What follows belongs to an exercise in optimizing a design on an open flow for small area, a short achievable clock period and few clock cycles per item; a production flow would make more cautious choices.
Function was checked by simulation only, so behaviour that the tests miss may differ from the original.
Power and IR drop assume default switching activity.

## flow/design.v (module list and top-level ports; edited modules follow where they fit)
// module fa3: 4 lines
// module xnor2m: 3 lines
// module or2m: 3 lines
// module matrix_pipeline_mac_top: 5534 lines
module matrix_pipeline_mac_top (
    input wire clk,
    input wire rst,
    input wire start,
    input wire [7:0] a11, a12, a13,
    input wire [7:0] a21, a22, a23,
    input wire [7:0] a31, a32, a33,
    input wire [7:0] b11, b12, b13,
    input wire [7:0] b21, b22, b23,
    input wire [7:0] b31, b32, b33,
    output wire [15:0] c11, c12, c13,
    output wire [15:0] c21, c22, c23,
    output wire [15:0] c31, c32, c33,
    output reg done
);
  // ...
==> flow/flow/run.sh <==
#!/bin/bash
# The standard layout, with sky130_fd_sc_hd__buf_8 as the input port buffers
# and sky130_fd_sc_hd__buf_2 as the output port buffers (ORFS otherwise buffers
# every port with the slow clkdlybuf4s50_1 delay cell).  The output buffers
# are added right after global placement (flow/post_gpl.tcl), since the
# timing-driven global placement removes buffers before it buffers the ports.
set -o pipefail
bash standard.sh BUFFER_PORTS_ARGS="-inputs -buffer_cell sky130_fd_sc_hd__buf_8" \
    POST_GLOBAL_PLACE_TCL="$PWD/flow/post_gpl.tcl" finish 2>&1 | tee standard_make.log
==> flow/flow/post_gpl.tcl <==
# Buffer the output ports after global placement, with a small buffer: the
# output paths have slack to spare.
buffer_ports -outputs -buffer_cell sky130_fd_sc_hd__buf_2
==> flow/standard.sh <==
#!/bin/bash
# synth_recipe.tcl (not shown) runs the flow's synth.tcl, then flattens the netlist and writes it again
# the make line also repeats each setting of config.mk as NAME=value (left out here)
make -C /OpenROAD-flow-scripts/flow DESIGN_CONFIG=/design/flow/config.mk WORK_HOME=/design/flow/orfs CLKGATE_MAP_FILE= SYNTH_SCRIPT=/design/flow/synth_recipe.tcl "${@:-finish}"
==> flow/config.mk <==
export PLATFORM = sky130hd
export DESIGN_NAME = matrix_pipeline_mac_top
export DESIGN_NICKNAME = matrix_pipeline_mac_top
export VERILOG_FILES = /design/flow/design.v
export SDC_FILE = /design/flow/constraint.sdc
export NUM_CORES = 4
export LEC_CHECK = 0
export CAP_MARGIN = 20
export CORE_MARGIN = 2
export CORE_UTILIZATION = 65
export CTS_BUF_LIST = sky130_fd_sc_hd__clkbuf_4
export SLEW_MARGIN = 20
export SYNTH_HIERARCHICAL = 1
export SYNTH_MINIMUM_KEEP_SIZE = 0
==> flow/constraint.sdc <==
create_clock -name core_clock -period 6.0 [get_ports {clk}]
set_input_delay 1.2000 -clock core_clock [delete_from_list [all_inputs] [get_ports {clk}]]
set_output_delay 1.2000 -clock core_clock [all_outputs]
set_load 0.01 [all_outputs]
==> metrics.md, run 1 <==
| Metric | Value |
|---|---|
| Outcome | complete, no violations |
| Register-to-Register Path Depth | 1 |
| Largest incremental delay on the critical path | 630 ps |
| Net switching fraction of the power | 0.4764 |
| Number of setup buffers added after CTS | 0 |
| Clk. pwr | 1670 uW |
| Prevailing post-synth register cell | edfxtp_1 |
| GR Util met2 | 0.6424 |
| Flop and latch count out of synthesis | 235 |
| First drt pass iteration count | 7 |
| Largest family of logic cells by synthesized area | adder cells |
| Timing startpoint of the critical path | t22_r6$_DFFE_PP_ |
| Global-route total usage across every layer | 0.4041 |
| Number of cells in the design after placement | 5574 |
| Crit path DAT | 3220 ps |
| Fin Hold WS | 144.2 ps |
| Slew at the pin with the worst max-slew slack | 895.1 ps |
| Routed wire length on met3 | 18.43 mm |
| M1 GR Usage | 0.5269 |
| Power drawn by the combinational cells | 18300 uW |
| Global-route wire length before repair | 234.2 mm |
| Reg-to-reg slack, setup | 5210 ps |
| Fraction of power consumed by sequential logic | 0.173 |
| Reg area | 7052 um2 |
| Fin Clk Skew | 0 ps |
| Maximum achievable frequency | 0.2263 GHz |
| Initial drt markers | 3786 |
| Max Transition Viols Final | 0 |
| WP data required | 4800 ps |
| Sequential share of the synthesized area | 0.1414 |
| Die outline area | 78980 um2 |
| Comb power frac | 0.757 |
| Antenna violation net count after detailed routing | 0 |
| Antenna violations before repair | 8 |
| Most heavily used metal layer in global routing | met2 |
Testbench counts, summed over its fixed seeds: cycles 960, items 960.
==> run 2, diff against run 1 <==
--- a/flow/config.mk
+++ b/flow/config.mk
@@ -8,7 +8,6 @@
 export CAP_MARGIN = 20
 export CORE_MARGIN = 2
 export CORE_UTILIZATION = 65
-export CTS_BUF_LIST = sky130_fd_sc_hd__clkbuf_4
 export SLEW_MARGIN = 20
 export SYNTH_HIERARCHICAL = 1
 export SYNTH_MINIMUM_KEEP_SIZE = 0
==> run 2 against run 1 <==
First-iteration DRC count grew 0.53%; worst hold slack gained 310 ps; global-route usage fell by 0.076 points; highest routed layer unchanged; clock skew stayed put; worst setup slack got worse by 110 ps; synthesized cell count unchanged; sequential share of layout area shrank 0.064 points; routed wire length is essentially flat; critical path type is now input port to flip-flop; non-clock buffer count stayed put; critical path depth grew 2; synthesized area did not move.
==> metrics.md, run 2 <==
| Metric | Value |
|---|---|
| Max Transition Viols Final | 0 (unchanged) |
| Number of setup buffers added after CTS | 0 (unchanged) |
| Slowest stage cell on the critical path | fa_1 (was xor2_1) |
| Maximum achievable frequency | 0.2208 GHz (was 0.2263 GHz) |
| Basic-gate share of the synthesized area counting and, or, nand and nor cells | 0.1595 (unchanged) |
| Hold bufs inserted after CTS | 0 (unchanged) |
| Std-Cell Core Area | 75950 um2 (unchanged) |
| CTS sink cnt | 235 (unchanged) |
| Max-capacitance violation count | 0 (unchanged) |
| CP Buf/Inv Count | 1 (unchanged) |
| Setup TNS | 0 ps (unchanged) |
| Most frequent cells after synthesis | nand2_1 (1782), fa_1 (1485), clkbuf_1 (288), edfxtp_1 (234), xnor2_1 (144) (unchanged) |
| Average cell area after synthesis | 10.99 um2 (unchanged) |
| Residual DRC count | 0 (unchanged) |
| Path class of the lowest-slack min-delay path | input port to async pin (unchanged) |
| Remaining global-route overflow | 0 (unchanged) |
| H-tree depth | 2 (was 3) |
| Root buffer cell | clkbuf_16 (was clkbuf_4) |
| Ys Warns | 7 (unchanged) |
| Largest delay share family, worst path | adder cells (was compound AO/OA/AOI/OAI gates) |
| Placement row count | 101 (unchanged) |
| Antenna violations before repair | 6 (was 8) |
| Leak | 0.01896 uW (was 0.01893 uW) |
| Final Core Density | 0.7140 (was 0.7105) |
| Pin count of the biggest net entering global routing | 105 (unchanged) |
| Crit Path Category | input port to flip-flop (was flip-flop to primary output) |
| Compound-gate portion of the synthesized area | 0.01828 (unchanged) |
| Die span in x | 281.0 um (unchanged) |
| Async S/R FF share, synth | 0.004255 (unchanged) |
| Worst-case headroom to the max-slew limit | 0.4956 (was 0.3990) |
| Post-synthesis adder-cell area fraction | 0.6162 (unchanged) |
| Largest area contributor in the synthesized netlist | fa_1 (unchanged) |
| Antenna violation net count after detailed routing | 0 (unchanged) |
| Cells taking the most area after synthesis | fa_1 (60%), edfxtp_1 (14%), nand2_1 (13%) (unchanged) |
| Setup violators final | 0 (unchanged) |
| Post-detail-place hpwl | 105.9 mm (unchanged) |
| Crit path DAT | 4810 ps (was 3220 ps) |
| Largest incremental delay on the critical path | 540 ps (was 630 ps) |
| Area of the multi-input gates | 41340 um2 (unchanged) |
| Fin Clk Skew | 0 ps (unchanged) |
| Crit start category | input port (was flip-flop) |
| Multiplexer share of the synthesized area | 0 (unchanged) |
| WP data required | 6280 ps (was 4800 ps) |
| Critical path peak fanout | 24 (was 3) |
| Category of the worst setup path capture point | flip-flop (was primary output) |
| Fraction of synthesized cell area taken by the top area cell type | 0.5959 (unchanged) |
| Clk pin slew, worst setup/hold paths | 60 ps (about the same) |
| Slew at the pin with the worst max-slew slack | 751.2 ps (was 895.1 ps) |
| First drt pass iteration count | 6 (was 7) |
| PortBufs | 291 (unchanged) |
| Number of vias per cell after detailed routing | 6.419 (was 6.362) |
| Starting utilization of the core area | 0.6568 (unchanged) |
| Via total after detailed routing | 36170 (was 36320) |
| Via count of the first global-routing pass | 40370 (was 40680) |
| Wire per inst | 26.80 um (was 26.44 um) |
| Post-synthesis cell type count | 24 (unchanged) |
| Chip height | 281.0 um (unchanged) |
| Sequential share of the synthesized area | 0.1414 (unchanged) |
| Period Utilization, post-route | 0.7547 (was 0.7365) |
| # IOs | 292 (unchanged) |
| Min Tclk post-route | 4528 ps (was 4419 ps) |
| Initial drt markers | 3806 (was 3786) |
| Global-route total usage across every layer | 0.4034 (was 0.4041) |
| Cells after synthesis | 4539 (unchanged) |
| Total CTS buffers | 34 (was 73) |
| Prevailing post-synth register cell | edfxtp_1 (unchanged) |
| Fill cells | 5533 (was 5602) |
| List of cells traversed by the critical path | buf_8 -> nand2_1 -> fa_1 -> fa_1 -> fa_1 -> fa_1 -> fa_1 -> fa_1 -> fa_1 (was ha_1 -> a21oi_2 -> o2111ai_2 -> a21o_1 -> a21oi_2 -> xor2_1 -> buf_2) |
| Max clock buf depth | 3 (unchanged) |
| Commonest non-fill, non-tap cell in the layout | nand2_1 (unchanged) |
| Netlist area before placement | 49890 um2 (unchanged) |
| Clk Latency, worst-skew pair | 560 ps (was 870 ps) |
| Max VDD drop | 823.0 uV (was 824.7 uV) |
| Post-cts resize count | 0 (unchanged) |
| Layout area overhead | 8.696% (was 8.161%) |
| Largest family of logic cells by synthesized area | adder cells (unchanged) |
| Setup repair after global routing missed its margin | false (unchanged) |
| Outcome | complete, no violations (unchanged) |
| Flop and latch count out of synthesis | 235 (unchanged) |
| TritonCTS clock tree | done (unchanged) |
| Number of synthesized flops with an enable pin | 234 (unchanged) |
| Most used cells in the layout excluding fill and tap cells | nand2_1 (1782), fa_1 (1485), edfxtp_1 (234) (unchanged) |
| Net count of the mapped netlist | 6252 (unchanged) |
| Die outline area | 78980 um2 (unchanged) |
| Most frequent CP cell | fa_1 (was a21oi_2) |
| Ratio of cells with drive above 1 in the final layout | 0.08277 (was 0.09356) |
| Final wirelength | 151.0 mm (about the same) |
| Most numerous cell in the Yosys netlist | nand2_1 (unchanged) |
| Reg area | 7052 um2 (unchanged) |
| XOR/XNOR share of the synthesized area | 0.03476 (unchanged) |
| Global-route wire length before repair | 234.1 mm (was 234.2 mm) |
| Areal power density over the cells | 456.3 nW/um2 (was 447.4 nW/um2) |
| Count of final hold-check violations | 0 (unchanged) |
| Net count reported at finish | 6293 (was 6332) |
## run 2: final timing paths
check                                  from                 to  slack (ps)  depth (start not counted)
hold reg to reg            done$_DFFE_PP0P_   done$_DFFE_PP0P_         490                          1
hold / removal                          rst   done$_DFFE_PP0P_         460                          2
setup reg to reg           done$_DFFE_PP0P_   done$_DFFE_PP0P_        5210                          1
setup / recovery                     b11[7]  t21_r15$_DFFE_PP_        1470                          9
max in group asynchronous               rst   done$_DFFE_PP0P_        5450                          2
min in group core_clock    done$_DFFE_PP0P_   done$_DFFE_PP0P_         490                          1
## run 2: area by class of cell
| class | count | share of cell area |
|---|---|---|
| Clock buffer | 42 | 0.01701 |
| Inverter | 109 | 0.007545 |
| Tap cell | 1030 | 0.02377 |
| Sequential cell | 235 | 0.1300 |
| Clock inverter | 17 | 0.004753 |
| Antenna cell | 2 | 0.00009230 |
| Multi-Input combinational cell | 3907 | 0.7625 |
| Timing Repair Buffer | 293 | 0.05432 |
## run 2: where the power goes
part	leakage, uW	switching (uW)	internal, uW
combinational	0.0161	10400	7980
sequential	0.00231	318	3870
clock	0.000563	827	1350
total	0.0190	11500	13200
## run 2: cell families after synthesis
logic type | after synthesis
buf+inv | 397
xor+xnor | 198
flops | 235
fa+ha+maj | 1566
simple gates | 2008
compound gates | 135
## run 2: modules after synthesis (local to each module, per instance)
module | cells inside | cell area [um2] | flip-flops and latches | times used
fa3 | 1 | 20.02 | 0 | 1476
or2m | 1 | 6.256 | 0 | 108
matrix_pipeline_mac_top | 2847 | 18720 | 235 | 1
xnor2m | 1 | 8.758 | 0 | 108
## run 2: through the flow
stage / instance area (um2) / cells / hold slack, ps / total power (uW) / worst slack [ps]
after floorplan: 49890 / 4539 / 512.1 / 16270 / 1086
after global placement: 52310 / 5429 / 537.5 / 20840 / 998.0
after detailed placement: 53040 / 5574 / 479.2 / 22490 / 965.3
after CTS: 54220 / 5633 / 437.0 / 24840 / 1548
after global routing: 54220 / 5633 / 448.3 / 27170 / 1413
final: 54220 / 5635 / 457.6 / 24740 / 1472
## run 2: per-layer routing
layer,GRT usage,wire length [um],vias up
met3,0.1059,18210,560
met2,0.6422,72420,2713
met1,0.5277,52530,18960
met4,0.1829,7817,8
met5,0,50,-
li1,-,-,13930
==> run 3, diff against run 2 <==
--- a/flow/config.mk
+++ b/flow/config.mk
@@ -8,6 +8,7 @@
 export CAP_MARGIN = 20
 export CORE_MARGIN = 2
 export CORE_UTILIZATION = 65
+export CTS_BUF_LIST = sky130_fd_sc_hd__clkbuf_8
 export SLEW_MARGIN = 20
 export SYNTH_HIERARCHICAL = 1
 export SYNTH_MINIMUM_KEEP_SIZE = 0
==> run 3 against run 2 <==
Synthesized cell count unchanged; maximum frequency is 2.1% higher; register-to-register slack barely moved; non-clock buffer count stayed put; sequential cell count unchanged; critical path type unchanged; critical endpoint is now t32_r5$_DFFE_PP_; largest power group unchanged.
==> metrics.md, run 3 <==
| Metric | Value |
|---|---|
| Final Core Density | 0.7111 (was 0.7140) |
| Count of final hold-check violations | 0 (unchanged) |
| Max-capacitance violation count | 0 (unchanged) |
| PortBufs | 291 (unchanged) |
| Via total after detailed routing | 36180 (was 36170) |
| TritonCTS clock tree | done (unchanged) |
| Sequential share of the synthesized area | 0.1414 (unchanged) |
| Critical path peak fanout | 24 (unchanged) |
| Post-cts resize count | 0 (unchanged) |
| Post-synthesis cell type count | 24 (unchanged) |
| Antenna violation net count after detailed routing | 0 (unchanged) |
| Net count reported at finish | 6304 (was 6293) |
| Std-Cell Core Area | 75950 um2 (unchanged) |
| Crit path DAT | 4790 ps (was 4810 ps) |
| Setup repair after global routing missed its margin | false (unchanged) |
| Maximum achievable frequency | 0.2254 GHz (was 0.2208 GHz) |
| Total CTS buffers | 45 (was 34) |
| Clock group share of total power | 0.074 (was 0.088) |
| Most used cells in the layout excluding fill and tap cells | nand2_1 (1782), fa_1 (1485), edfxtp_1 (234) (unchanged) |
| Hold bufs inserted after CTS | 0 (unchanged) |
| Number of setup buffers added after CTS | 0 (unchanged) |
| Wire per inst | 26.64 um (was 26.80 um) |
| Initial drt markers | 3734 (was 3806) |
| Most numerous cell in the Yosys netlist | nand2_1 (unchanged) |
| Crit Path Category | input port to flip-flop (unchanged) |
| Prevailing post-synth register cell | edfxtp_1 (unchanged) |
| First drt pass iteration count | 8 (was 6) |
| Most frequent cells after synthesis | nand2_1 (1782), fa_1 (1485), clkbuf_1 (288), edfxtp_1 (234), xnor2_1 (144) (unchanged) |
| Global-route wire length before repair | 233.8 mm (was 234.1 mm) |
| Slew at the pin with the worst max-slew slack | 768.6 ps (was 751.2 ps) |
| Ys Warns | 7 (unchanged) |
| Flop and latch count out of synthesis | 235 (unchanged) |
| Period Utilization, post-route | 0.7394 (was 0.7547) |
| Die span in x | 281.0 um (unchanged) |
| Cells after synthesis | 4539 (unchanged) |
| Clk Latency, worst-skew pair | 650 ps (was 560 ps) |
| Async S/R FF share, synth | 0.004255 (unchanged) |
| Remaining global-route overflow | 0 (unchanged) |
| Most frequent CP cell | fa_1 (unchanged) |
| Net switching fraction of the power | 0.4714 (was 0.4663) |
| Root buffer cell | clkbuf_8 (was clkbuf_16) |
| Starting utilization of the core area | 0.6568 (unchanged) |
| Cells taking the most area after synthesis | fa_1 (60%), edfxtp_1 (14%), nand2_1 (13%) (unchanged) |
| Pin count of the biggest net entering global routing | 105 (unchanged) |
| Switching component of the power | 11470 uW (was 11540 uW) |
| Internal Power | 12860 uW (was 13200 uW) |
| Global-route total usage across every layer | 0.4026 (was 0.4034) |
| # IOs | 292 (unchanged) |
| Min Tclk post-route | 4436 ps (was 4528 ps) |
| Fraction of synthesized cell area taken by the top area cell type | 0.5959 (unchanged) |
| Placement row count | 101 (unchanged) |
| Worst-case headroom to the max-slew limit | 0.4839 (was 0.4956) |
| Fin Clk Skew | 0 ps (unchanged) |
| Slowest stage cell on the critical path | fa_1 (unchanged) |
| Max Transition Viols Final | 0 (unchanged) |
| WP data required | 6350 ps (was 6280 ps) |
| Leak | 0.01892 uW (was 0.01896 uW) |
| Largest incremental delay on the critical path | 580 ps (was 540 ps) |
| Layout area overhead | 8.267% (was 8.696%) |
| Post-placement cell area | 53040 um2 (unchanged) |
| Average cell area after synthesis | 10.99 um2 (unchanged) |
| Clk pin slew, worst setup/hold paths | 60 ps (about the same) |
| Ratio of cells with drive above 1 in the final layout | 0.08546 (was 0.08277) |
| Net count of the mapped netlist | 6252 (unchanged) |
| Post-detail-place hpwl | 105.9 mm (unchanged) |
| Chip height | 281.0 um (unchanged) |
| Number of synthesized flops with an enable pin | 234 (unchanged) |
| Outcome | complete, no violations (unchanged) |
| Max VDD drop | 817.4 uV (was 823.0 uV) |
| Areal power density over the cells | 450.5 nW/um2 (was 456.3 nW/um2) |
| Fraction of power consumed by sequential logic | 0.172 (was 0.169) |
| CTS sink cnt | 235 (unchanged) |
| Number of vias per cell after detailed routing | 6.397 (was 6.419) |
| Antenna violations before repair | 4 (was 6) |
| H-tree depth | 2 (unchanged) |
| Residual DRC count | 0 (unchanged) |
| Path class of the lowest-slack min-delay path | input port to async pin (unchanged) |
| List of cells traversed by the critical path | buf_8 -> nand2_1 -> fa_1 -> fa_1 -> fa_1 -> fa_1 -> fa_1 -> fa_1 -> fa_1 (unchanged) |
| Via count of the first global-routing pass | 40470 (was 40370) |
| Final wirelength | 150.7 mm (was 151.0 mm) |
| Largest area contributor in the synthesized netlist | fa_1 (unchanged) |
| Comb power frac | 0.753 (was 0.743) |
| Max clock buf depth | 3 (unchanged) |
| Category of the worst setup path capture point | flip-flop (unchanged) |
| Die outline area | 78980 um2 (unchanged) |
| Netlist area before placement | 49890 um2 (unchanged) |
| Setup violators final | 0 (unchanged) |
| Setup TNS | 0 ps (unchanged) |
| Commonest non-fill, non-tap cell in the layout | nand2_1 (unchanged) |
| Fin area | 54010 um2 (was 54220 um2) |
| Crit start category | input port (unchanged) |
[run 3: cell types whose count changed in the layout (fill, tap and decap cells not counted), moves of 5 or more]
cell / previous run / this run
clkbuf_16: 35 / 0
clkbuf_1: 5 / 0
clkbuf_8: 2 / 47
inv_1: 109 / 116
clkinv_2: 0 / 10
[run 3: routing by layer]
layer,share of wire,GRT usage,vias to the layer above,wire length [um]
li1,-,-,13950,-
met1,0.35,0.5271,18960,52350
met2,0.48,0.6430,2723,72470
met3,0.12,0.1069,541,18480
met4,0.049,0.1750,2,7331
met5,0.000086,0,-,13
[run 3: layout make-up]
class                      instances  area, um2
multi-input combinational       3907      41340
fill                            5571      21940
sequential                       235       7052
timing repair buffer             293       2945
tap                             1030       1289
clock buffer                      47      646.9
inverter                         109      409.1
clock inverter                    31      316.6
antenna                            3      7.507
[run 3: final timing paths]
kind	end	start	cells after the start	slack [ps]
min in group core_clock	done$_DFFE_PP0P_	done$_DFFE_PP0P_	1	500
max in group asynchronous	done$_DFFE_PP0P_	rst	2	5540
worst max-delay path	t32_r5$_DFFE_PP_	b12[3]	9	1560
worst min register to register	done$_DFFE_PP0P_	done$_DFFE_PP0P_	1	500
worst max register to register	done$_DFFE_PP0P_	done$_DFFE_PP0P_	1	5210
worst min-delay path	done$_DFFE_PP0P_	rst	2	370
[run 3: cells by family (layout without fill, tap and decap cells)]
family          after synthesis  after routing  synth area share
compound gates              135            135           0.01828
xor+xnor                    198            198           0.03476
fa+ha+maj                  1566           1566            0.6162
buf+inv                     397            480           0.02987
flops                       235            235            0.1414
other cells                   0              3                 0
simple gates               2008           2008            0.1595
[run 3: power by group through the flow]
stage | Clock (uW) | Combinational, uW | Sequential [uW]
4_1_cts | 1850 | 18400 | 4190
2_1_floorplan | 0 | 12200 | 4080
3_3_place_gp | 0 | 16600 | 4210
5_1_grt | 1910 | 20600 | 4270
3_5_place_dp | 0 | 18300 | 4210
6_report | 1810 | 18300 | 4190
[run 3: through the flow]
stage	hold slack (ps)	total power, uW	setup WS, ps	std cells
global route	347.5	26750	1525	5653
CTS	324.8	24410	1645	5652
floorplan	512.1	16270	1086	4539
detailed placement	479.2	22490	965.3	5574
finish	365.7	24330	1564	5655
global placement	537.5	20840	998.0	5429
[run 3: critical path, delay by kind of cell]
kind | cells | cell delay, ps
fa+ha+maj | 7 | 3210
buf+inv | 1 | 220
simple gates | 1 | 130
[run 3: modules after synthesis (local to each module, per instance)]
module                   copies in the design  cells inside  flip-flops and latches
matrix_pipeline_mac_top                     1          2847                     235
fa3                                      1476             1                       0
or2m                                      108             1                       0
xnor2m                                    108             1                       0
==> run 4, diff against run 3 <==
--- a/flow/config.mk
+++ b/flow/config.mk
@@ -7,7 +7,7 @@
 export LEC_CHECK = 0
 export CAP_MARGIN = 20
 export CORE_MARGIN = 2
-export CORE_UTILIZATION = 65
+export CORE_UTILIZATION = 55
 export CTS_BUF_LIST = sky130_fd_sc_hd__clkbuf_8
 export SLEW_MARGIN = 20
 export SYNTH_HIERARCHICAL = 1
==> run 4 against run 3 <==
Still clean on timing, DRC and antenna; synthesized area did not move; via count fell by 2.1%; critical path depth did not move; global-route usage fell by 6.0 points; highest routed layer unchanged.
==> metrics.md, run 4 <==
| Metric | Value |
|---|---|
| Outcome | complete, no violations (unchanged) |
| Worst Setup Slack post-DPL | 945.2 ps (was 965.3 ps) |
| Flop and latch count out of synthesis | 235 (unchanged) |
| Max VDD drop | 419.2 uV (was 817.4 uV) |
| Crit path DAT | 4810 ps (was 4790 ps) |
| PortBufs | 291 (unchanged) |
| Prevailing post-synth register cell | edfxtp_1 (unchanged) |
| Post-detail-place hpwl | 109.3 mm (was 105.9 mm) |
| Pin count of the biggest net entering global routing | 124 (was 105) |
| Fin area | 54190 um2 (was 54010 um2) |
| Cells taking the most area after synthesis | fa_1 (60%), edfxtp_1 (14%), nand2_1 (13%) (unchanged) |
| Areal power density over the cells | 443.5 nW/um2 (was 450.5 nW/um2) |
| Async S/R FF share, synth | 0.004255 (unchanged) |
| Fin Hold WS | 297.1 ps (was 365.7 ps) |
| Path class of the lowest-slack min-delay path | input port to async pin (unchanged) |
| Max clock buf depth | 3 (unchanged) |
| Placement row count | 110 (was 101) |
| Remaining global-route overflow | 0 (unchanged) |
| Post-cts resize count | 0 (unchanged) |
| Crit start category | input port (unchanged) |
| Antenna violations before repair | 5 (was 4) |
| Initial drt markers | 3084 (was 3734) |
| Die outline area | 93130 um2 (was 78980 um2) |
| List of cells traversed by the critical path | buf_8 -> nand2_1 -> fa_1 -> fa_1 -> fa_1 -> fa_1 -> fa_1 -> fa_1 -> fa_1 (unchanged) |
| TritonCTS clock tree | done (unchanged) |
| Largest incremental delay on the critical path | 570 ps (was 580 ps) |
| Period Utilization, post-route | 0.7288 (was 0.7394) |
| Commonest non-fill, non-tap cell in the layout | nand2_1 (unchanged) |
| Std-Cell Core Area | 90010 um2 (was 75950 um2) |
| Net count of the mapped netlist | 6252 (unchanged) |
| Post-synthesis cell type count | 24 (unchanged) |
| Net count reported at finish | 6308 (was 6304) |
| H-tree depth | 2 (unchanged) |
| Most used cells in the layout excluding fill and tap cells | nand2_1 (1782), fa_1 (1485), edfxtp_1 (234) (unchanged) |
| Residual DRC count | 0 (unchanged) |
| Antenna violation net count after detailed routing | 0 (unchanged) |
| # IOs | 292 (unchanged) |
| Netlist area before placement | 49890 um2 (unchanged) |
| Clk Latency, worst-skew pair | 720 ps (was 650 ps) |
| Clk pin slew, worst setup/hold paths | 50 ps (was 60 ps) |
| Fraction of synthesized cell area taken by the top area cell type | 0.5959 (unchanged) |
| Total CTS buffers | 49 (was 45) |
| Layout area overhead | 8.623% (was 8.267%) |
| Via total after detailed routing | 35420 (was 36180) |
| Most numerous cell in the Yosys netlist | nand2_1 (unchanged) |
| Most frequent cells after synthesis | nand2_1 (1782), fa_1 (1485), clkbuf_1 (288), edfxtp_1 (234), xnor2_1 (144) (unchanged) |
| First drt pass iteration count | 5 (was 8) |
| Starting utilization of the core area | 0.5542 (was 0.6568) |
| Number of synthesized flops with an enable pin | 234 (unchanged) |
| CP Buf/Inv Count | 1 (unchanged) |
| Category of the worst setup path capture point | flip-flop (unchanged) |
| Setup violators final | 0 (unchanged) |
| Wire per inst | 26.50 um (was 26.64 um) |
| Leak | 0.01893 uW (was 0.01892 uW) |
| Final Core Density | 0.6020 (was 0.7111) |
| Cells after synthesis | 4539 (unchanged) |
| Fill cells | 7462 (was 5571) |
| Sequential share of the synthesized area | 0.1414 (unchanged) |
| Root buffer cell | clkbuf_8 (unchanged) |
| Setup repair after global routing missed its margin | false (unchanged) |
| Max-capacitance violation count | 0 (unchanged) |
| Average cell area after synthesis | 10.99 um2 (unchanged) |
| Slowest stage cell on the critical path | fa_1 (unchanged) |
| Setup TNS | 0 ps (unchanged) |
| Most frequent CP cell | fa_1 (unchanged) |
| Via count of the first global-routing pass | 40060 (was 40470) |
| Critical path peak fanout | 24 (unchanged) |
| Final wirelength | 153.8 mm (was 150.7 mm) |
| Count of final hold-check violations | 0 (unchanged) |
| Ys Warns | 7 (unchanged) |
| Global-route wire length before repair | 237.4 mm (was 233.8 mm) |
| Worst Setup Slack, final | 1627 ps (was 1564 ps) |
| Die span in x | 305.2 um (was 281.0 um) |
| Crit Path Category | input port to flip-flop (unchanged) |
| Number of setup buffers added after CTS | 0 (unchanged) |
| Hold bufs inserted after CTS | 0 (unchanged) |
| Min Tclk post-route | 4373 ps (was 4436 ps) |
| Number of vias per cell after detailed routing | 6.102 (was 6.397) |
| Global-route total usage across every layer | 0.3431 (was 0.4026) |
| Slew at the pin with the worst max-slew slack | 781.8 ps (was 768.6 ps) |
| WP data required | 6440 ps (was 6350 ps) |
| CTS sink cnt | 235 (unchanged) |
| Post-placement cell area | 53220 um2 (was 53040 um2) |
| Worst-case headroom to the max-slew limit | 0.4751 (was 0.4839) |
| Ratio of cells with drive above 1 in the final layout | 0.08474 (was 0.08546) |
| Largest area contributor in the synthesized netlist | fa_1 (unchanged) |
| Fin Clk Skew | 0 ps (unchanged) |
| Max Transition Viols Final | 0 (unchanged) |
| Chip height | 305.2 um (was 281.0 um) |
| Maximum achievable frequency | 0.2287 GHz (was 0.2254 GHz) |
| Largest delay share family, worst path | adder cells (unchanged) |
-- run 4: cell counts after synthesis --
No cell type changed its count.
-- run 4: per-stage QoR --
| step | total power [uW] | instances |
|---|---|---|
| global route | 26540 | 5803 |
| floorplan | 16270 | 4539 |
| finish | 24030 | 5804 |
| global placement | 20920 | 5575 |
| CTS | 24340 | 5802 |
| detailed placement | 22460 | 5720 |
-- run 4: worst paths after layout --
path / cells past startpoint / slack, ps / from / end
min: 2 / 300 / rst / done$_DFFE_PP0P_
max reg2reg: 1 / 5230 / done$_DFFE_PP0P_ / done$_DFFE_PP0P_
max in group asynchronous: 2 / 5620 / rst / done$_DFFE_PP0P_
min in group core_clock: 1 / 470 / done$_DFFE_PP0P_ / done$_DFFE_PP0P_
max: 9 / 1630 / b11[7] / t31_r15$_DFFE_PP_
min reg2reg: 1 / 470 / done$_DFFE_PP0P_ / done$_DFFE_PP0P_
-- run 4: per-module statistics from Yosys (local to each module, per instance) --
module	cells	flops+latches	cell area [um2]
matrix_pipeline_mac_top	2847	235	18720
xnor2m	1	0	8.758
fa3	1	0	20.02
or2m	1	0	6.256
-- run 4: layer usage --
metal	part of all wire	vias up	GRT usage
met5	0.00017	-	0
met4	0.035	4	0.1215
met3	0.094	344	0.06877
li1	-	13950	-
met2	0.50	2095	0.5758
met1	0.37	19020	0.4489
-- run 4: power by group --
| group | switching (uW) | internal [uW] |
|---|---|---|
| Combinational | 10200 | 7920 |
| Clock | 803 | 974 |
| Sequential | 300 | 3870 |
| Total | 11300 | 12800 |
-- run 4: kinds of logic after synthesis --
kind of cell	count (synthesis)	share of synthesized area
buffers and inverters	397	0.02987
xor gates and xnor gates	198	0.03476
adders and majority gates	1566	0.6162
and+or+nand+nor	2008	0.1595
DFF	235	0.1414
AOI/OAI and AO/OA	135	0.01828
-- run 4: area by class of cell --
cell class	instances	area (um2)	area share
repair buffers	293	2945	0.05435
diodes	2	5.005	0.00009236
multi-input cells	3907	41340	0.7630
clock inverters	33	286.5	0.005288
flip-flops and latches	235	7052	0.1301
well taps	1176	1471	0.02715
clock buffers	49	674.4	0.01245
inverters	109	409.1	0.007550
==> run 5, diff against run 4 <==
==> flow/flow/run.sh (replaced) <==
#!/bin/bash
# The standard layout, with sky130_fd_sc_hd__buf_6 as the input port buffers
# and sky130_fd_sc_hd__buf_2 as the output port buffers (ORFS otherwise buffers
# every port with the slow clkdlybuf4s50_1 delay cell).  The output buffers
# are added right after global placement (flow/post_gpl.tcl), since the
# timing-driven global placement removes buffers before it buffers the ports.
set -o pipefail
bash standard.sh BUFFER_PORTS_ARGS="-inputs -buffer_cell sky130_fd_sc_hd__buf_6" \
    POST_GLOBAL_PLACE_TCL="$PWD/flow/post_gpl.tcl" finish 2>&1 | tee standard_make.log
--- a/flow/config.mk
+++ b/flow/config.mk
@@ -7,7 +7,7 @@
 export LEC_CHECK = 0
 export CAP_MARGIN = 20
 export CORE_MARGIN = 2
-export CORE_UTILIZATION = 55
+export CORE_UTILIZATION = 65
 export CTS_BUF_LIST = sky130_fd_sc_hd__clkbuf_8
 export SLEW_MARGIN = 20
 export SYNTH_HIERARCHICAL = 1
==> run 5 against run 4 <==
Non-clock buffer count did not move; total power rose by 0.45%; synthesized cell count did not move; maximum frequency fell by 2.8%; via count rose by 2.6%; cell count fell by 2.5%; design area fell by 1.4%; first-iteration DRC count rose by 19%; largest cell class unchanged; highest routed layer unchanged.
==> metrics.md, run 5 <==
| Metric | Value |
|---|---|
| TritonCTS clock tree | done (unchanged) |
| Crit path DAT | 4890 ps (was 4810 ps) |
| Cells after synthesis | 4539 (unchanged) |
| Initial drt markers | 3673 (was 3084) |
| Number of synthesized flops with an enable pin | 234 (unchanged) |
| Fin Hold WS | 353.1 ps (was 297.1 ps) |
| Net count reported at finish | 6305 (was 6308) |
| Crit start category | input port (unchanged) |
| Path class of the lowest-slack min-delay path | input port to async pin (unchanged) |
| Clk Latency, worst-skew pair | 660 ps (was 720 ps) |
| Leak | 0.01869 uW (was 0.01893 uW) |
| Hold bufs inserted after CTS | 0 (unchanged) |
| Std-Cell Core Area | 75950 um2 (was 90010 um2) |
| First drt pass iteration count | 7 (was 5) |
| Global-route total usage across every layer | 0.4013 (was 0.3431) |
| Fraction of synthesized cell area taken by the top area cell type | 0.5959 (unchanged) |
| Flop and latch count out of synthesis | 235 (unchanged) |
| Ys Warns | 7 (unchanged) |
| Wire per inst | 26.69 um (was 26.50 um) |
| Net count of the mapped netlist | 6252 (unchanged) |
| Fill cells | 5630 (was 7462) |
| Clk pin slew, worst setup/hold paths | 60 ps (was 50 ps) |
| Crit Path Category | input port to flip-flop (unchanged) |
| Max VDD drop | 557.5 uV (was 419.2 uV) |
| Slowest stage cell on the critical path | fa_1 (unchanged) |
| Via total after detailed routing | 36330 (was 35420) |
| Most frequent CP cell | fa_1 (unchanged) |
| Setup violators final | 0 (unchanged) |
| Prevailing post-synth register cell | edfxtp_1 (unchanged) |
| Met2 routed wirelength | 71.73 mm (was 76.68 mm) |
| Root buffer cell | clkbuf_8 (unchanged) |
| Setup TNS | 0 ps (unchanged) |
| Count of final hold-check violations | 0 (unchanged) |
| Residual DRC count | 0 (unchanged) |
| CTS sink cnt | 235 (unchanged) |
| # IOs | 292 (unchanged) |
| Antenna violation net count after detailed routing | 0 (unchanged) |
| Number of setup buffers added after CTS | 0 (unchanged) |
| Total CTS buffers | 46 (was 49) |
| Worst Setup Slack, final | 1503 ps (was 1627 ps) |
| Setup repair after global routing missed its margin | false (unchanged) |
| Fin Clk Skew | 0 ps (unchanged) |
| Max Transition Viols Final | 0 (unchanged) |
| Average cell area after synthesis | 10.99 um2 (unchanged) |
| Period Utilization, post-route | 0.7496 (was 0.7288) |
| PortBufs | 291 (unchanged) |
| Routed wire length on met3 | 17.62 mm (was 14.44 mm) |
| List of cells traversed by the critical path | buf_6 -> nand2_1 -> fa_1 -> fa_1 -> fa_1 -> fa_1 -> fa_1 -> fa_1 -> fa_1 (was buf_8 -> nand2_1 -> fa_1 -> fa_1 -> fa_1 -> fa_1 -> fa_1 -> fa_1 -> fa_1) |
| Outcome | complete, no violations (unchanged) |
| Most used cells in the layout excluding fill and tap cells | nand2_1 (1782), fa_1 (1485), edfxtp_1 (234) (unchanged) |
| Commonest non-fill, non-tap cell in the layout | nand2_1 (unchanged) |
| Ratio of cells with drive above 1 in the final layout | 0.08542 (was 0.08474) |
| Max layer used | met5 (unchanged) |
| WP data required | 6390 ps (was 6440 ps) |
| Max clock buf depth | 3 (unchanged) |
| Die span in x | 281.0 um (was 305.2 um) |
| Max-capacitance violation count | 0 (unchanged) |
| Largest incremental delay on the critical path | 530 ps (was 570 ps) |
| Cells taking the most area after synthesis | fa_1 (60%), edfxtp_1 (14%), nand2_1 (13%) (unchanged) |
| Global-route wire length before repair | 232.8 mm (was 237.4 mm) |
| Async S/R FF share, synth | 0.004255 (unchanged) |
| Chip height | 281.0 um (was 305.2 um) |
| Slew at the pin with the worst max-slew slack | 798.8 ps (was 781.8 ps) |
| Critical path peak fanout | 24 (unchanged) |
| Post-cts resize count | 0 (unchanged) |
| Netlist area before placement | 49890 um2 (unchanged) |
| Die outline area | 78980 um2 (was 93130 um2) |
| H-tree depth | 2 (unchanged) |
| Category of the worst setup path capture point | flip-flop (unchanged) |
| Remaining global-route overflow | 0 (unchanged) |
| Via count of the first global-routing pass | 40240 (was 40060) |
| Layout area overhead | 7.050% (was 8.623%) |
| Most frequent cells after synthesis | nand2_1 (1782), fa_1 (1485), clkbuf_1 (288), edfxtp_1 (234), xnor2_1 (144) (unchanged) |
| Detailed-routing wirelength on met1 | 53.16 mm (was 57.25 mm) |
| Worst Setup Slack post-DPL | 865.3 ps (was 945.2 ps) |
| Maximum achievable frequency | 0.2223 GHz (was 0.2287 GHz) |
| Antenna violations before repair | 8 (was 5) |
| Most numerous cell in the Yosys netlist | nand2_1 (unchanged) |
| Number of vias per cell after detailed routing | 6.421 (was 6.102) |
| Final wirelength | 151.0 mm (was 153.8 mm) |
| Areal power density over the cells | 452.0 nW/um2 (was 443.5 nW/um2) |
| Largest area contributor in the synthesized netlist | fa_1 (unchanged) |
| Worst-case headroom to the max-slew limit | 0.4675 (was 0.4751) |
| Starting utilization of the core area | 0.6568 (was 0.5542) |
| Sequential share of the synthesized area | 0.1414 (unchanged) |
| Post-detail-place hpwl | 106.8 mm (was 109.3 mm) |
| Min Tclk post-route | 4497 ps (was 4373 ps) |
| Post-synthesis cell type count | 24 (unchanged) |
| Placement row count | 101 (was 110) |
| Pin count of the biggest net entering global routing | 118 (was 124) |
run 5: cell counts after synthesis:
No cell type changed its count.
run 5: layer usage:
layer	GRT usage	vias up
met5	0.01438	-
met4	0.1965	10
met3	0.1019	547
met2	0.6330	2701
met1	0.5255	19120
li1	-	13950
run 5: per-stage QoR:
step | utilization | area, um2 | cells | power [uW]
floorplan | - | 49890 | 4539 | 16270
global placement | 0.6816 | 51770 | 5429 | 20800
detailed placement | 0.6912 | 52500 | 5574 | 22460
CTS | 0.7030 | 53390 | 5654 | 24220
global route | 0.7031 | 53400 | 5655 | 26560
finish | 0.7032 | 53400 | 5658 | 24140
run 5: Yosys stat by module (local to each module, per instance):
module / copies in the design / flip-flops and latches
matrix_pipeline_mac_top: 1 / 235
or2m: 108 / 0
xnor2m: 108 / 0
fa3: 1476 / 0
run 5: cell families after synthesis:
family / Yosys count / share of synthesized area
compound gates: 135 / 0.01828
xor+xnor: 198 / 0.03476
fa+ha+maj: 1566 / 0.6162
buf+inv: 397 / 0.02987
flops: 235 / 0.1414
simple gates: 2008 / 0.1595
run 5: worst max-delay path, delay by kind of cell:
| family | cells | cell delay, ps |
|---|---|---|
| buffers and inverters | 1 | 240 |
| adders and majority gates | 7 | 3260 |
| and+or+nand+nor | 1 | 150 |
run 5: final cells by class:
cell class	instances	area, um2	area share
antenna	4	10.01	0.0001874
clock buffer	53	729.5	0.01366
clock inverter	27	168.9	0.003163
inverter	109	409.1	0.007661
multi-input combinational	3907	41340	0.7742
sequential	235	7052	0.1320
tap	1030	1289	0.02413
timing repair buffer	293	2401	0.04496
run 5: power breakdown:
group / internal, uW / switching [uW]
Combinational: 7940 / 10300
Clock: 885 / 793
Sequential: 3870 / 326
Total: 12700 / 11400
run 5: final timing paths:
path                                   from           endpoint  slack [ps]  cells after the start
setup / recovery                     a11[1]  t11_r15$_DFFE_PP_        1500                      9
hold / removal                          rst   done$_DFFE_PP0P_         350                      2
setup reg to reg           done$_DFFE_PP0P_   done$_DFFE_PP0P_        5230                      1
hold reg to reg            done$_DFFE_PP0P_   done$_DFFE_PP0P_         460                      1
max in group asynchronous               rst   done$_DFFE_PP0P_        5560                      2
min in group core_clock    done$_DFFE_PP0P_   done$_DFFE_PP0P_         460                      1
==> run 6, diff against run 5 <==
==> flow/flow/run.sh (replaced) <==
#!/bin/bash
# The standard layout, with sky130_fd_sc_hd__buf_8 as the input port buffers
# and sky130_fd_sc_hd__buf_1 as the output port buffers (ORFS otherwise buffers
# every port with the slow clkdlybuf4s50_1 delay cell).  The output buffers
# are added right after global placement (flow/post_gpl.tcl), since the
# timing-driven global placement removes buffers before it buffers the ports.
set -o pipefail
bash standard.sh BUFFER_PORTS_ARGS="-inputs -buffer_cell sky130_fd_sc_hd__buf_8" \
    POST_GLOBAL_PLACE_TCL="$PWD/flow/post_gpl.tcl" finish 2>&1 | tee standard_make.log
==> flow/flow/post_gpl.tcl (replaced) <==
# Buffer the output ports after global placement, with a small buffer: the
# output paths have slack to spare.
buffer_ports -outputs -buffer_cell sky130_fd_sc_hd__buf_1
--- a/flow/config.mk
+++ b/flow/config.mk
@@ -7,8 +7,9 @@
 export LEC_CHECK = 0
 export CAP_MARGIN = 20
 export CORE_MARGIN = 2
-export CORE_UTILIZATION = 65
+export CORE_UTILIZATION = 55
 export CTS_BUF_LIST = sky130_fd_sc_hd__clkbuf_8
+export SETUP_SLACK_MARGIN = 1.7
 export SLEW_MARGIN = 20
 export SYNTH_HIERARCHICAL = 1
 export SYNTH_MINIMUM_KEEP_SIZE = 0
==> run 6 against run 5 <==
Still clean; routed wire length is 5.1% higher; total power up 2.7%; count of clock-buffer cells in the layout fell by 4; clock power rose by 4%; worst hold slack gained 18 ps; core utilization down 8.9 points; combinational power rose by 3%; synthesized cell count unchanged; non-clock buffer count up 1; highest routed layer is now met4.
==> metrics.md, run 6 <==
| Metric | Value |
|---|---|
| Die outline area | 93130 um2 (was 78980 um2) |
| Post-synthesis cell type count | 24 (unchanged) |
| Met2 routed wirelength | 75.95 mm (was 71.73 mm) |
| Slew at the pin with the worst max-slew slack | 863.9 ps (was 798.8 ps) |
| Root buffer cell | clkbuf_8 (unchanged) |
| Worst Setup Slack, final | 1699 ps (was 1503 ps) |
| Via total after detailed routing | 35410 (was 36330) |
| Period Utilization, post-route | 0.7168 (was 0.7496) |
| Outcome | complete, no violations (unchanged) |
| Setup TNS | 0 ps (unchanged) |
| Commonest non-fill, non-tap cell in the layout | nand2_1 (unchanged) |
| PortBufs | 291 (unchanged) |
| Total CTS buffers | 49 (was 46) |
| Antenna violation net count after detailed routing | 0 (unchanged) |
| Std-Cell Core Area | 90010 um2 (was 75950 um2) |
| CTS sink cnt | 235 (unchanged) |
| Setup violators final | 0 (unchanged) |
| Worst Setup Slack post-DPL | 1010 ps (was 865.3 ps) |
| H-tree depth | 2 (unchanged) |
| Netlist area before placement | 49890 um2 (unchanged) |
| Maximum achievable frequency | 0.2325 GHz (was 0.2223 GHz) |
| Starting utilization of the core area | 0.5542 (was 0.6568) |
| TritonCTS clock tree | done (unchanged) |
| Number of vias per cell after detailed routing | 6.100 (was 6.421) |
| Global-route wire length before repair | 242.4 mm (was 232.8 mm) |
| Prevailing post-synth register cell | edfxtp_1 (unchanged) |
| Global-route total usage across every layer | 0.3530 (was 0.4013) |
| Final Core Density | 0.6145 (was 0.7032) |
| Clock group share of total power | 0.070 (was 0.069) |
| Critical path peak fanout | 24 (unchanged) |
| Min Tclk post-route | 4301 ps (was 4497 ps) |
| Reg-to-reg slack, setup | 5220 ps (was 5230 ps) |
| Register-to-Register Path Depth | 1 (unchanged) |
| Wire per inst | 27.34 um (was 26.69 um) |
| First drt pass iteration count | 6 (was 7) |
| Category of the worst setup path capture point | flip-flop (unchanged) |
| Max layer used | met4 (was met5) |
| Antenna violations before repair | 1 (was 8) |
| Ys Warns | 7 (unchanged) |
| Most numerous cell in the Yosys netlist | nand2_1 (unchanged) |
| Cells taking the most area after synthesis | fa_1 (60%), edfxtp_1 (14%), nand2_1 (13%) (unchanged) |
| Async S/R FF share, synth | 0.004255 (unchanged) |
| Die span in x | 305.2 um (was 281.0 um) |
| Post-cts resize count | 0 (unchanged) |
| Number of cells in the design after placement | 5721 (was 5574) |
| Fraction of power consumed by sequential logic | 0.169 (was 0.174) |
| WP data required | 6420 ps (was 6390 ps) |
| Net switching fraction of the power | 0.4722 (was 0.4743) |
| Average cell area after synthesis | 10.99 um2 (unchanged) |
| Net count of the mapped netlist | 6252 (unchanged) |
| Crit path DAT | 4720 ps (was 4890 ps) |
| Internal Power | 13090 uW (was 12690 uW) |
| Comb power frac | 0.760 (was 0.757) |
| Final cell count without fillers | 5805 (was 5658) |
| Fin Hold WS | 371.4 ps (was 353.1 ps) |
| Switching component of the power | 11710 uW (was 11450 uW) |
| Path class of the lowest-slack min-delay path | input port to async pin (unchanged) |
| Areal power density over the cells | 448.2 nW/um2 (was 452.0 nW/um2) |
| Max clock buf depth | 3 (unchanged) |
| Sequential share of the synthesized area | 0.1414 (unchanged) |
| Net count reported at finish | 6309 (was 6305) |
| Max Transition Viols Final | 0 (unchanged) |
| Ratio of cells with drive above 1 in the final layout | 0.1525 (was 0.08542) |
| Remaining global-route overflow | 0 (unchanged) |
| Max VDD drop | 594.2 uV (was 557.5 uV) |
| Number of setup buffers added after CTS | 0 (unchanged) |
| Routed wire length on met3 | 14.78 mm (was 17.62 mm) |
| Residual DRC count | 0 (unchanged) |
| Detailed-routing wirelength on met1 | 62.37 mm (was 53.16 mm) |
| Leak | 0.01858 uW (was 0.01869 uW) |
| Layout area overhead | 10.87% (was 7.050%) |
| Final wirelength | 158.7 mm (was 151.0 mm) |
| Largest area contributor in the synthesized netlist | fa_1 (unchanged) |
| Most used cells in the layout excluding fill and tap cells | nand2_1 (1662), fa_1 (1155), fa_2 (330) (was nand2_1 (1782), fa_1 (1485), edfxtp_1 (234)) |
| Initial drt markers | 2993 (was 3673) |
| Setup repair after global routing missed its margin | true (was false) |
| Chip height | 305.2 um (was 281.0 um) |
| # IOs | 292 (unchanged) |
| Most frequent cells after synthesis | nand2_1 (1782), fa_1 (1485), clkbuf_1 (288), edfxtp_1 (234), xnor2_1 (144) (unchanged) |
| Crit Path Category | input port to flip-flop (unchanged) |
| Number of synthesized flops with an enable pin | 234 (unchanged) |
| Post-detail-place hpwl | 111.6 mm (was 106.8 mm) |
| Clk pin slew, worst setup/hold paths | 60 ps (about the same) |
| Placement row count | 110 (was 101) |
| Crit start category | input port (unchanged) |
| Worst-case headroom to the max-slew limit | 0.4240 (was 0.4675) |
| Max-capacitance violation count | 0 (unchanged) |
| Fraction of synthesized cell area taken by the top area cell type | 0.5959 (unchanged) |
| Pin count of the biggest net entering global routing | 102 (was 118) |
| Flop and latch count out of synthesis | 235 (unchanged) |
| Hold bufs inserted after CTS | 0 (unchanged) |
| Clk Latency, worst-skew pair | 640 ps (was 660 ps) |
| Via count of the first global-routing pass | 39730 (was 40240) |
| Count of final hold-check violations | 0 (unchanged) |
| Fin Clk Skew | 0 ps (unchanged) |
| Cells after synthesis | 4539 (unchanged) |
run 6: cell counts after synthesis:
No cell type changed its count.
run 6: per-layer routing:
layer  vias to the layer above  GRT usage
li1                      13940          -
met1                     19040     0.4950
met2                      2071     0.5704
met3                       353    0.05831
met4                         0     0.1156
met5                         -          0
run 6: per-stage QoR:
step | total power, uW | cell area (um2)
5_1_grt | 27280 | 55310
2_1_floorplan | 17080 | 53250
6_report | 24790 | 55310
3_5_place_dp | 23160 | 54290
4_1_cts | 25010 | 55240
3_3_place_gp | 21970 | 53750
run 6: cell type report:
type	count	area, um2
Antenna cell	1	2.502
Clock buffer	49	674.4
Clock inverter	34	267.8
Fill cell	7388	34700
Inverter	109	409.1
Multi-Input combinational cell	3907	42600
Sequential cell	235	7052
Tap cell	1176	1471
Timing Repair Buffer	294	2834
run 6: path summary, 6_finish.rpt:
path | from | to
hold / removal | rst | done$_DFFE_PP0P_
min in group core_clock | done$_DFFE_PP0P_ | done$_DFFE_PP0P_
hold reg to reg | done$_DFFE_PP0P_ | done$_DFFE_PP0P_
setup / recovery | b12[6] | t32_r15$_DFFE_PP_
max in group asynchronous | rst | done$_DFFE_PP0P_
setup reg to reg | done$_DFFE_PP0P_ | done$_DFFE_PP0P_
run 6: cells by family after synthesis:
kind of cell	count (synthesis)	share of synthesized area
AOI/OAI and AO/OA	135	0.01828
adders and majority gates	1566	0.6162
DFF	235	0.1414
xor gates and xnor gates	198	0.03476
buffers and inverters	397	0.02987
and+or+nand+nor	2008	0.1595
run 6: worst max-delay path, cell delays in order:
cell and delay, ps:
buf_8 210, nand2_1 120, fa_1 500, fa_2 350, fa_2 550, fa_2 450
fa_2 350, fa_2 540, fa_1 400
run 6: per-module statistics from Yosys (local to each module, per instance):
module / copies in the design / flip-flops and latches / cells / area, um2
fa3: 1476 / 0 / 1 / 20.02
matrix_pipeline_mac_top: 1 / 235 / 2847 / 18720
or2m: 108 / 0 / 1 / 6.256
xnor2m: 108 / 0 / 1 / 8.758
run 6: power by group through the flow:
stage / combinational (uW) / sequential [uW] / clock, uW
2_1_floorplan: 13000 / 4080 / 0
3_3_place_gp: 17700 / 4230 / 0
3_5_place_dp: 18900 / 4220 / 0
4_1_cts: 19000 / 4210 / 1800
5_1_grt: 21100 / 4280 / 1860
6_report: 18800 / 4200 / 1740
==> run 7, diff against run 6 <==
--- a/flow/config.mk
+++ b/flow/config.mk
@@ -9,7 +9,7 @@
 export CORE_MARGIN = 2
 export CORE_UTILIZATION = 55
 export CTS_BUF_LIST = sky130_fd_sc_hd__clkbuf_8
-export SETUP_SLACK_MARGIN = 1.7
+export GPL_ROUTABILITY_DRIVEN = 0
 export SLEW_MARGIN = 20
 export SYNTH_HIERARCHICAL = 1
 export SYNTH_MINIMUM_KEEP_SIZE = 0
==> run 7 against run 6 <==
Still clean; synthesized cell count is the same; count of clock-buffer cells in the layout shrank 1; sequential power is essentially flat; design area shrank 2.4%; clock skew is the same; largest power group unchanged; clock power is essentially flat.
==> metrics.md, run 7 <==
| Metric | Value |
|---|---|
| Slowest stage cell on the critical path | fa_1 (was fa_2) |
| Final cell count without fillers | 5804 (was 5805) |
| Most frequent CP cell | fa_1 (was fa_2) |
| Met2 routed wirelength | 75.33 mm (was 75.95 mm) |
| Clk Latency, worst-skew pair | 700 ps (was 640 ps) |
| Chip height | 305.2 um (unchanged) |
| List of cells traversed by the critical path | buf_8 -> nand2_1 -> fa_1 -> fa_1 -> fa_1 -> fa_1 -> fa_1 -> fa_1 -> fa_1 (was buf_8 -> nand2_1 -> fa_1 -> fa_2 -> fa_2 -> fa_2 -> fa_2 -> fa_2 -> fa_1) |
| Setup TNS | 0 ps (unchanged) |
| Antenna violation net count after detailed routing | 0 (unchanged) |
| Average cell area after synthesis | 10.99 um2 (unchanged) |
| Outcome | complete, no violations (unchanged) |
| Most numerous cell in the Yosys netlist | nand2_1 (unchanged) |
| Maximum achievable frequency | 0.2281 GHz (was 0.2325 GHz) |
| Max-capacitance violation count | 0 (unchanged) |
| Areal power density over the cells | 438.3 nW/um2 (was 448.2 nW/um2) |
| Remaining global-route overflow | 0 (unchanged) |
| Hold bufs inserted after CTS | 0 (unchanged) |
| Residual DRC count | 0 (unchanged) |
| Slew at the pin with the worst max-slew slack | 788.4 ps (was 863.9 ps) |
| Fin Hold WS | 312.8 ps (was 371.4 ps) |
| Number of vias per cell after detailed routing | 6.094 (was 6.100) |
| Final Core Density | 0.5996 (was 0.6145) |
| Most frequent cells after synthesis | nand2_1 (1782), fa_1 (1485), clkbuf_1 (288), edfxtp_1 (234), xnor2_1 (144) (unchanged) |
| Most used cells in the layout excluding fill and tap cells | nand2_1 (1782), fa_1 (1485), edfxtp_1 (234) (was nand2_1 (1662), fa_1 (1155), fa_2 (330)) |
| TritonCTS clock tree | done (unchanged) |
| Critical path peak fanout | 24 (unchanged) |
| Final wirelength | 153.4 mm (was 158.7 mm) |
| Commonest non-fill, non-tap cell in the layout | nand2_1 (unchanged) |
| Setup violators final | 0 (unchanged) |
| Fin area | 53970 um2 (was 55310 um2) |
| Crit path DAT | 4820 ps (was 4720 ps) |
| Antenna violations before repair | 2 (was 1) |
| Largest incremental delay on the critical path | 560 ps (was 550 ps) |
| Largest area contributor in the synthesized netlist | fa_1 (unchanged) |
| Total CTS buffers | 48 (was 49) |
| Number of cells in the design after placement | 5720 (was 5721) |
| Netlist area before placement | 49890 um2 (unchanged) |
| First drt pass iteration count | 5 (was 6) |
| Net count reported at finish | 6307 (was 6309) |
| Placement row count | 110 (unchanged) |
| Period Utilization, post-route | 0.7308 (was 0.7168) |
| Fin Clk Skew | 0 ps (unchanged) |
| Crit Path Category | input port to flip-flop (unchanged) |
| Post-detail-place hpwl | 109.1 mm (was 111.6 mm) |
| Detailed-routing wirelength on met1 | 57.72 mm (was 62.37 mm) |
| Die outline area | 93130 um2 (unchanged) |
| # IOs | 292 (unchanged) |
| Ratio of cells with drive above 1 in the final layout | 0.05339 (was 0.1525) |
| Layout area overhead | 8.179% (was 10.87%) |
| Cells taking the most area after synthesis | fa_1 (60%), edfxtp_1 (14%), nand2_1 (13%) (unchanged) |
| Number of setup buffers added after CTS | 0 (unchanged) |
| Routed wire length on met3 | 13.98 mm (was 14.78 mm) |
| Max layer used | met4 (unchanged) |
| H-tree depth | 2 (unchanged) |
| Max VDD drop | 369.3 uV (was 594.2 uV) |
| Std-Cell Core Area | 90010 um2 (unchanged) |
| CP Buf/Inv Count | 1 (unchanged) |
| Prevailing post-synth register cell | edfxtp_1 (unchanged) |
| Category of the worst setup path capture point | flip-flop (unchanged) |
| Cells after synthesis | 4539 (unchanged) |
| Initial drt markers | 3112 (was 2993) |
| CTS sink cnt | 235 (unchanged) |
| Max clock buf depth | 3 (unchanged) |
| Path class of the lowest-slack min-delay path | input port to async pin (unchanged) |
| Sequential share of the synthesized area | 0.1414 (unchanged) |
| Net count of the mapped netlist | 6252 (unchanged) |
| Worst-case headroom to the max-slew limit | 0.4706 (was 0.4240) |
| WP data required | 6430 ps (was 6420 ps) |
| Post-cts resize count | 0 (unchanged) |
| Async S/R FF share, synth | 0.004255 (unchanged) |
| Number of synthesized flops with an enable pin | 234 (unchanged) |
| Root buffer cell | clkbuf_8 (unchanged) |
| Largest delay share family, worst path | adder cells (unchanged) |
| Fraction of synthesized cell area taken by the top area cell type | 0.5959 (unchanged) |
| Pin count of the biggest net entering global routing | 124 (was 102) |
| Flop and latch count out of synthesis | 235 (unchanged) |
| Via total after detailed routing | 35370 (was 35410) |
| Setup repair after global routing missed its margin | false (was true) |
| Post-placement cell area | 53040 um2 (was 54290 um2) |
| Global-route total usage across every layer | 0.3430 (was 0.3530) |
| Leak | 0.01852 uW (was 0.01858 uW) |
| Min Tclk post-route | 4385 ps (was 4301 ps) |
| Count of final hold-check violations | 0 (unchanged) |
| Clk pin slew, worst setup/hold paths | 50 ps (was 60 ps) |
| Ys Warns | 7 (unchanged) |
| Via count of the first global-routing pass | 39850 (was 39730) |
| Max Transition Viols Final | 0 (unchanged) |
| Die span in x | 305.2 um (unchanged) |
| Crit start category | input port (unchanged) |
| Wire per inst | 26.43 um (was 27.34 um) |
| Starting utilization of the core area | 0.5542 (unchanged) |
| Fill cells | 7474 (was 7388) |
| PortBufs | 291 (unchanged) |
| Global-route wire length before repair | 237.4 mm (was 242.4 mm) |
| Post-synthesis cell type count | 24 (unchanged) |
==> run 7: cell count changes in the layout (fill, tap and decap cells not counted), sizes merged <==
cell | before | now
buf | 294 | 293
clkbuf | 49 | 48
clkinvlp | 6 | 2
diode | 1 | 2
inv | 120 | 124
==> run 7: worst paths after layout <==
path	slack, ps	to	cells past startpoint	start
min in group core_clock	470	done$_DFFE_PP0P_	1	done$_DFFE_PP0P_
hold reg to reg	470	done$_DFFE_PP0P_	1	done$_DFFE_PP0P_
max in group asynchronous	5600	done$_DFFE_PP0P_	2	rst
setup reg to reg	5230	done$_DFFE_PP0P_	1	done$_DFFE_PP0P_
setup / recovery	1620	t31_r15$_DFFE_PP_	9	a31[3]
hold / removal	310	done$_DFFE_PP0P_	2	rst
==> run 7: metal layers <==
| layer | vias up | GRT usage |
|---|---|---|
| met2 | 2064 | 0.5676 |
| met5 | - | 0 |
| met3 | 383 | 0.06794 |
| met1 | 18980 | 0.4503 |
| met4 | 0 | 0.1366 |
| li1 | 13950 | - |
==> run 7: where the power goes <==
part | switching (uW) | total [uW] | internal [uW]
sequential | 298 | 4170 | 3870
combinational | 10200 | 17800 | 7550
clock | 791 | 1710 | 915
total | 11300 | 23700 | 12300
==> run 7: through the flow <==
stage | power (uW) | worst slack (ps)
2_1_floorplan | 16270 | 1086
3_3_place_gp | 20920 | 994.2
3_5_place_dp | 22110 | 932.6
4_1_cts | 23950 | 1666
5_1_grt | 26200 | 1560
6_report | 23650 | 1615
==> run 7: area by class of cell <==
class,instances,area [um2],area share
Timing Repair Buffer,293,2764,0.05121
Inverter,109,409.1,0.007581
Multi-Input combinational cell,3907,41340,0.7661
Tap cell,1176,1471,0.02727
Sequential cell,235,7052,0.1307
Clock inverter,34,260.3,0.004822
Clock buffer,48,660.6,0.01224
Antenna cell,2,5.005,0.00009274
==> run 7: Yosys stat by module, one instance, submodules excluded <==
module	cells	area, um2
matrix_pipeline_mac_top	2847	18720
fa3	1	20.02
xnor2m	1	8.758
or2m	1	6.256
==> run 7: cell families after synthesis <==
group / Yosys count / share of synthesized area
AOI/OAI and AO/OA: 135 / 0.01828
DFF: 235 / 0.1414
buffers and inverters: 397 / 0.02987
and+or+nand+nor: 2008 / 0.1595
adders and majority gates: 1566 / 0.6162
xor gates and xnor gates: 198 / 0.03476
==> run 8, diff against run 7 <==
--- a/flow/config.mk
+++ b/flow/config.mk
@@ -9,7 +9,6 @@
 export CORE_MARGIN = 2
 export CORE_UTILIZATION = 55
 export CTS_BUF_LIST = sky130_fd_sc_hd__clkbuf_8
-export GPL_ROUTABILITY_DRIVEN = 0
 export SLEW_MARGIN = 20
 export SYNTH_HIERARCHICAL = 1
 export SYNTH_MINIMUM_KEEP_SIZE = 0
==> run 8 against run 7 <==
Non-clock buffer count unchanged; largest cell class unchanged; first-iteration DRC count unchanged; count of clock-buffer cells in the layout unchanged; register-to-register slack about the same; maximum frequency unchanged; worst hold slack unchanged; routed wire length unchanged; sequential share of layout area unchanged; clock power about the same.
==> metrics.md, run 8 <==
| Metric | Value |
|---|---|
| Count of final hold-check violations | 0 (unchanged) |
| Critical path peak fanout | 24 (unchanged) |
| Most frequent cells after synthesis | nand2_1 (1782), fa_1 (1485), clkbuf_1 (288), edfxtp_1 (234), xnor2_1 (144) (unchanged) |
| Net count of the mapped netlist | 6252 (unchanged) |
| Std-Cell Core Area | 90010 um2 (unchanged) |
| Antenna violations before repair | 2 (unchanged) |
| Wire per inst | 26.43 um (unchanged) |
| Area of the multi-input gates | 41340 um2 (unchanged) |
| H-tree depth | 2 (unchanged) |
| List of cells traversed by the critical path | buf_8 -> nand2_1 -> fa_1 -> fa_1 -> fa_1 -> fa_1 -> fa_1 -> fa_1 -> fa_1 (unchanged) |
| Post-synthesis adder-cell area fraction | 0.6162 (unchanged) |
| Final wirelength | 153.4 mm (unchanged) |
| Crit Path Category | input port to flip-flop (unchanged) |
| Worst-case headroom to the max-slew limit | 0.4706 (unchanged) |
| Max VDD drop | 369.3 uV (unchanged) |
| Crit path DAT | 4820 ps (about the same) |
| Slowest stage cell on the critical path | fa_1 (unchanged) |
| Antenna violation net count after detailed routing | 0 (unchanged) |
| Chip height | 305.2 um (unchanged) |
| Sequential share of the synthesized area | 0.1414 (unchanged) |
| Cells taking the most area after synthesis | fa_1 (60%), edfxtp_1 (14%), nand2_1 (13%) (unchanged) |
| Flop and latch count out of synthesis | 235 (unchanged) |
| Clk Latency, worst-skew pair | 700 ps (about the same) |
| Setup violators final | 0 (unchanged) |
| Commonest non-fill, non-tap cell in the layout | nand2_1 (unchanged) |
| Basic-gate share of the synthesized area counting and, or, nand and nor cells | 0.1595 (unchanged) |
| Average cell area after synthesis | 10.99 um2 (unchanged) |
| Setup TNS | 0 ps (unchanged) |
| Global-route total usage across every layer | 0.3430 (unchanged) |
| Placement row count | 110 (unchanged) |
| Layout area overhead | 8.179% (unchanged) |
| PortBufs | 291 (unchanged) |
| Via count of the first global-routing pass | 39850 (unchanged) |
| Largest incremental delay on the critical path | 560 ps (about the same) |
| Remaining global-route overflow | 0 (unchanged) |
| TritonCTS clock tree | done (unchanged) |
| Fin Clk Skew | 0 ps (unchanged) |
| Die outline area | 93130 um2 (unchanged) |
| # IOs | 292 (unchanged) |
| Crit start category | input port (unchanged) |
| Largest area contributor in the synthesized netlist | fa_1 (unchanged) |
| Residual DRC count | 0 (unchanged) |
| Min Tclk post-route | 4385 ps (unchanged) |
| Largest family of logic cells by synthesized area | adder cells (unchanged) |
| WP data required | 6430 ps (about the same) |
| Pin count of the biggest net entering global routing | 124 (unchanged) |
| Fraction of synthesized cell area taken by the top area cell type | 0.5959 (unchanged) |
| Period Utilization, post-route | 0.7308 (unchanged) |
| Total power of the final layout | 23650 uW (unchanged) |
| M1 GR Usage | 0.4503 (unchanged) |
| Global-route wire length before repair | 237.4 mm (unchanged) |
| Via total after detailed routing | 35370 (unchanged) |
| Path class of the lowest-slack min-delay path | input port to async pin (unchanged) |
| Net count reported at finish | 6307 (unchanged) |
| Initial drt markers | 3112 (unchanged) |
| Fill cells | 7474 (unchanged) |
| Global routing usage on met3 | 0.06794 (unchanged) |
| Outcome | complete, no violations (unchanged) |
| Leak | 0.01852 uW (unchanged) |
| Multiplexer share of the synthesized area | 0 (unchanged) |
| Setup repair after global routing missed its margin | false (unchanged) |
| First drt pass iteration count | 5 (unchanged) |
| Die span in x | 305.2 um (unchanged) |
| XOR/XNOR share of the synthesized area | 0.03476 (unchanged) |
| Most numerous cell in the Yosys netlist | nand2_1 (unchanged) |
| Starting utilization of the core area | 0.5542 (unchanged) |
| Largest delay share family, worst path | adder cells (unchanged) |
| Number of synthesized flops with an enable pin | 234 (unchanged) |
| Hold bufs inserted after CTS | 0 (unchanged) |
| Ys Warns | 7 (unchanged) |
| Ratio of cells with drive above 1 in the final layout | 0.05339 (unchanged) |
| Clk pin slew, worst setup/hold paths | 50 ps (about the same) |
| Category of the worst setup path capture point | flip-flop (unchanged) |
| Post-detail-place hpwl | 109.1 mm (unchanged) |
| Most heavily used metal layer in global routing | met2 (unchanged) |
| Root buffer cell | clkbuf_8 (unchanged) |
| Max clock buf depth | 3 (unchanged) |
| Cells after synthesis | 4539 (unchanged) |
| Max-capacitance violation count | 0 (unchanged) |
| Prevailing post-synth register cell | edfxtp_1 (unchanged) |
| Total CTS buffers | 48 (unchanged) |
| Reg area | 7052 um2 (unchanged) |
| Areal power density over the cells | 438.3 nW/um2 (unchanged) |
| Number of vias per cell after detailed routing | 6.094 (unchanged) |
| Netlist area before placement | 49890 um2 (unchanged) |
| Compound-gate portion of the synthesized area | 0.01828 (unchanged) |
| Post-synthesis cell type count | 24 (unchanged) |
| Number of setup buffers added after CTS | 0 (unchanged) |
| Slew at the pin with the worst max-slew slack | 788.4 ps (unchanged) |
| Post-cts resize count | 0 (unchanged) |
| Maximum achievable frequency | 0.2281 GHz (unchanged) |
| Async S/R FF share, synth | 0.004255 (unchanged) |
| GR Util met2 | 0.5676 (unchanged) |
| Most frequent CP cell | fa_1 (unchanged) |
| CTS sink cnt | 235 (unchanged) |
| Max Transition Viols Final | 0 (unchanged) |
| CP Buf/Inv Count | 1 (unchanged) |
| Most used cells in the layout excluding fill and tap cells | nand2_1 (1782), fa_1 (1485), edfxtp_1 (234) (unchanged) |
[run 8: layout make-up]
type | instances | area share
clock inverter | 34 | 0.004822
clock buffer | 48 | 0.01224
multi-input combinational | 3907 | 0.7661
tap | 1176 | 0.02727
timing repair buffer | 293 | 0.05121
inverter | 109 | 0.007581
antenna | 2 | 0.00009274
sequential | 235 | 0.1307
[run 8: kinds of logic (layout without fill, tap and decap cells)]
logic type | Yosys count | in the layout
XOR/XNOR | 198 | 198
adder cells (fa/ha/maj) | 1566 | 1566
AND/OR/NAND/NOR | 2008 | 2008
other | 0 | 2
buffers and inverters | 397 | 484
AO/OA/AOI/OAI | 135 | 135
flip-flops | 235 | 235
[run 8: path summary, 6_finish.rpt]
path	startpoint	to	slack (ps)	cells after the start
min	rst	done$_DFFE_PP0P_	310	2
max	a31[3]	t31_r15$_DFFE_PP_	1620	9
max reg2reg	done$_DFFE_PP0P_	done$_DFFE_PP0P_	5230	1
min reg2reg	done$_DFFE_PP0P_	done$_DFFE_PP0P_	470	1
min in group core_clock	done$_DFFE_PP0P_	done$_DFFE_PP0P_	470	1
max in group asynchronous	rst	done$_DFFE_PP0P_	5600	2
[run 8: Yosys stat by module, one instance, submodules excluded]
module / copies in the design / area (um2) / cells inside / flops+latches
or2m: 108 / 6.256 / 1 / 0
fa3: 1476 / 20.02 / 1 / 0
xnor2m: 108 / 8.758 / 1 / 0
matrix_pipeline_mac_top: 1 / 18720 / 2847 / 235
[run 8: metrics by stage]
stage               std cells    util  hold slack, ps  worst slack (ps)  cell area (um2)
finish                   5804  0.5996           312.8              1615            53970
floorplan                4539       -           512.1              1086            49890
detailed placement       5720  0.5893           460.0             932.6            53040
global placement         5575  0.5832           535.5             994.2            52500
global route             5803  0.5995           275.4              1560            53960
CTS                      5802  0.5995           240.3              1666            53960
[run 8: layer usage]
layer,vias up,wire [um]
li1,13950,-
met1,18980,57720
met2,2064,75330
met3,383,13980
met4,0,6372
met5,-,0
[run 8: report_power, final]
part / switching [uW] / internal (uW) / total (uW) / leakage (uW)
combinational: 10200 / 7550 / 17800 / 0.0157
sequential: 298 / 3870 / 4170 / 0.00231
clock: 791 / 915 / 1710 / 0.000516

Re-timed with assumed drivers on the ports (clkbuf_16 on the clock, buf_2 on other inputs), run 8 has 1.630 ns of setup slack against 1.615 ns with ideal ports, and 0.866 ns once port delays also move by the mid clock arrival of 0.764 ns.
